This design comes from an exercise in tuning for small area and a short achievable clock period on the open sky130 flow, not from production work. In this exercise RTL edits were held to simulation tests only and were not proved equivalent to the original. No driver is modelled on the clock port, so clock power and skew are understated where the tree is cut down; a real chip needs a root buffer or a tree. Power and IR drop assume default switching activity.

// router_top
module router_top(input clk,rstn,re_0,re_1,re_2,pkt_valid,
	      input[7:0]data_in,
	      output vld_out_0,vld_out_1,vld_out_2,err,busy,
	      output[7:0]data_out_0,data_out_1,data_out_2);
For scale: ~1600 cells after synthesis, about 43 I/O pins.
clock: 5.0 ns
lec_check: 0
cap_margin: 0
core_margin: 2
core_utilization: 60
setup_slack_margin: 3.4
slew_margin: 0
standard.sh (not shown) runs the stock make flow with config.mk's settings and CLKGATE_MAP_FILE= SYNTH_SCRIPT=/design/flow/synth_recipe.tcl, a recipe that flattens the netlist after the stock synthesis.
==> flow/flow/run.sh <==
#!/bin/bash
# The standard layout, except that the clock tree is built by flow/manual_cts.tcl:
# the clock port drives four root buffers, each driving the leaf buffers of
# about 28 flip-flops apiece. Each tool's output goes to its own log here.
set -euo pipefail
export PRE_CTS_TCL="$PWD/flow/pre_cts.tcl"
export MCTS_PER=28
export MCTS_ROOTS=4
bash standard.sh > standard.log 2>&1
==> flow/flow/manual_cts.tcl <==
# Two-level clock tree: the clock port drives one root buffer, which drives
# one leaf buffer per cluster of about 28 flip-flops (k-means on position).
proc mcts_build {} {
  set block [ord::get_db_block]
  set db [ord::get_db]
  set clk [$block findNet clk]
  set master [$db findMaster sky130_fd_sc_hd__clkbuf_16]
  set sinks {}
  foreach it [$clk getITerms] {
    if {[$it isInputSignal] || [[$it getMTerm] getSigType] eq "CLOCK" || [[$it getMTerm] getName] eq "CLK"} {
      set inst [$it getInst]
      set b [$inst getBBox]
      lappend sinks [list $it [expr {([$b xMin]+[$b xMax])/2.0}] [expr {([$b yMin]+[$b yMax])/2.0}]]
    }
  }
  set n [llength $sinks]
  set per $::env(MCTS_PER)
  set k [expr {int(ceil(double($n)/$per))}]
  # k-means, seeded along a serpentine order
  set sorted [lsort -real -index 2 $sinks]
  set cx {}; set cy {}
  for {set i 0} {$i < $k} {incr i} {
    set s [lindex $sorted [expr {int(($i + 0.5) * $n / $k)}]]
    lappend cx [lindex $s 1]; lappend cy [lindex $s 2]
  }
  set cap [expr {int(ceil(double($n)/$k * 1.15))}]
  for {set iter 0} {$iter < 30} {incr iter} {
    # capacity-limited assignment: sinks in order of their best distance
    set pairs {}
    set si 0
    foreach s $sinks {
      set x [lindex $s 1]; set y [lindex $s 2]
      for {set c 0} {$c < $k} {incr c} {
        set d [expr {abs($x - [lindex $cx $c]) + abs($y - [lindex $cy $c])}]
        lappend pairs [list $d $si $c]
      }
      incr si
    }
    set pairs [lsort -real -index 0 $pairs]
    set assign [lrepeat $n -1]
    set cnt [lrepeat $k 0]
    foreach p $pairs {
      lassign $p d si c
      if {[lindex $assign $si] >= 0} continue
      if {[lindex $cnt $c] >= $cap} continue
      lset assign $si $c
      lset cnt $c [expr {[lindex $cnt $c] + 1}]
    }
    set sx [lrepeat $k 0.0]; set sy [lrepeat $k 0.0]
    for {set si 0} {$si < $n} {incr si} {
      set c [lindex $assign $si]
      lset sx $c [expr {[lindex $sx $c] + [lindex $sinks $si 1]}]
      lset sy $c [expr {[lindex $sy $c] + [lindex $sinks $si 2]}]
    }
    for {set c 0} {$c < $k} {incr c} {
      if {[lindex $cnt $c] > 0} {
        lset cx $c [expr {[lindex $sx $c] / [lindex $cnt $c]}]
        lset cy $c [expr {[lindex $sy $c] / [lindex $cnt $c]}]
      }
    }
  }
  puts "MCTS: $n sinks, $k clusters, sizes $cnt"
  set xs [lsort -real $cx]; set ys [lsort -real $cy]
  set mxc [lindex $xs [expr {$k / 2}]]; set myc [lindex $ys [expr {$k / 2}]]
  set groups [dict create]
  for {set c 0} {$c < $k} {incr c} {
    set g [expr {([lindex $cx $c] >= $mxc ? 1 : 0) + ([lindex $cy $c] >= $myc ? 2 : 0)}]
    if {$::env(MCTS_ROOTS) == 1} { set g 0 }
    dict lappend groups $g $c
  }
  set leaves [lrepeat $k {}]
  foreach g [dict keys $groups] {
    set cl [dict get $groups $g]
    set rx 0.0; set ry 0.0
    foreach c $cl { set rx [expr {$rx + [lindex $cx $c]}]; set ry [expr {$ry + [lindex $cy $c]}] }
    set rx [expr {int($rx / [llength $cl])}]; set ry [expr {int($ry / [llength $cl])}]
    set root [odb::dbInst_create $block $master clkbuf_root_$g]
    $root setLocation $rx $ry
    $root setPlacementStatus PLACED
    set rnet [odb::dbNet_create $block clknet_root_$g]
    $rnet setSigType CLOCK
    [$root findITerm A] connect $clk
    [$root findITerm X] connect $rnet
    foreach c $cl {
      set leaf [odb::dbInst_create $block $master clkbuf_leaf_$c]
      $leaf setLocation [expr {int([lindex $cx $c])}] [expr {int([lindex $cy $c])}]
      $leaf setPlacementStatus PLACED
      set lnet [odb::dbNet_create $block clknet_leaf_$c]
      $lnet setSigType CLOCK
      [$leaf findITerm A] connect $rnet
      [$leaf findITerm X] connect $lnet
      lset leaves $c $lnet
    }
  }
  for {set si 0} {$si < $n} {incr si} {
    set it [lindex $sinks $si 0]
    $it disconnect
    $it connect [lindex $leaves [lindex $assign $si]]
  }
  $clk setSigType CLOCK
}
Other scripts of this flow, unchanged in this note and not shown: flow/flow/pre_cts.tcl
The baseline produced a clean layout.
Rerun with:
--- a/flow/flow/run.sh
+++ b/flow/flow/run.sh
@@ -4 +4 @@
-# about 28 flip-flops apiece. Each tool's output goes to its own log here.
+# about 22 flip-flops apiece. Each tool's output goes to its own log here.
@@ -7 +7 @@
-export MCTS_PER=28
+export MCTS_PER=22
Settings changed: SETUP_SLACK_MARGIN 3.4 to 3.1.
=> Critical path depth stays the same; core utilization goes down by 8.3 points; power grows by 1.4%; cell area shrinks by 11%.
Rerun with:
--- a/flow/flow/run.sh
+++ b/flow/flow/run.sh
@@ -4 +4 @@
-# about 22 flip-flops apiece. Each tool's output goes to its own log here.
+# about 28 flip-flops apiece. Each tool's output goes to its own log here.
@@ -7 +7 @@
-export MCTS_PER=22
+export MCTS_PER=28
Settings changed: CORE_UTILIZATION 60 to 70, PLACE_DENSITY set to 0.75.
Effect:
- via count grows slightly
- final area shrinks by a few percent
- sequential share of layout area grows by 1.7 points
- worst setup slack improved by 110 ps
- die area shrinks by about a fifth
- utilization grows by 9.5 points
- cell count shrinks by a few percent
- sequential power hardly moves
- global-route usage grows by 2.7 points
- combinational power shrinks by roughly a tenth
Rerun with:
Settings changed: CORE_UTILIZATION 70 to 60, PLACE_DENSITY 0.75 to not set.
The changed run finished with timing, DRC and antenna clean.
Critical path depth increases by 2.
Clock power is about the same.
Routed wire length rose by a few percent.
Maximum frequency rises slightly.
Utilization decreases by 10 points.
Synthesized area stays the same.
Cell area rises slightly.
Global-route usage drops by 2.8 points.
Via count came out lower slightly.
No run of this note takes its clock network from TritonCTS; it comes from the design's own scripts or RTL.

-- static timing again, ports no longer ideal --
In the flow no input, the clock included, has a driving cell. The finished layouts below were timed again as built, in two steps.
Step 1 sets driving cells, clkbuf_16 on the clock port and buf_2 on the other inputs (assumed; they add their load-dependent delay and slew).
Step 2 also shifts input and output timing later by t, the mid clock arrival at the registers, as if the neighbouring blocks saw the same clock.
Three values: ideal, step 1, step 2; two values: the first two.
| run | t, ns | setup WS [ns] | slew at the worst register clock pin (ns) | worst slew at a driven data input, ns | cell pins on the clock port's net |
|---|---|---|---|---|---|
| the first run | 0.472 | 3.062 / 3.026 / 2.660 | 0.12 / 0.12 | 0.07 | 4 |
| the second run | 0.477 | 2.978 / 2.978 / 2.640 | 0.09 / 0.09 | 0.07 | 4 |
| the third run | 0.464 | 3.088 / 3.010 / 2.721 | 0.11 / 0.11 | 0.03 | 4 |
| the fourth run | 0.459 | 3.106 / 3.012 / 2.703 | 0.11 / 0.11 | 0.07 | 4 |
After both steps setup and hold are still met in every run listed. The setup slack of the fourth run, which loses most, moves by -0.094 ns with the drivers and by -0.403 ns with both steps.
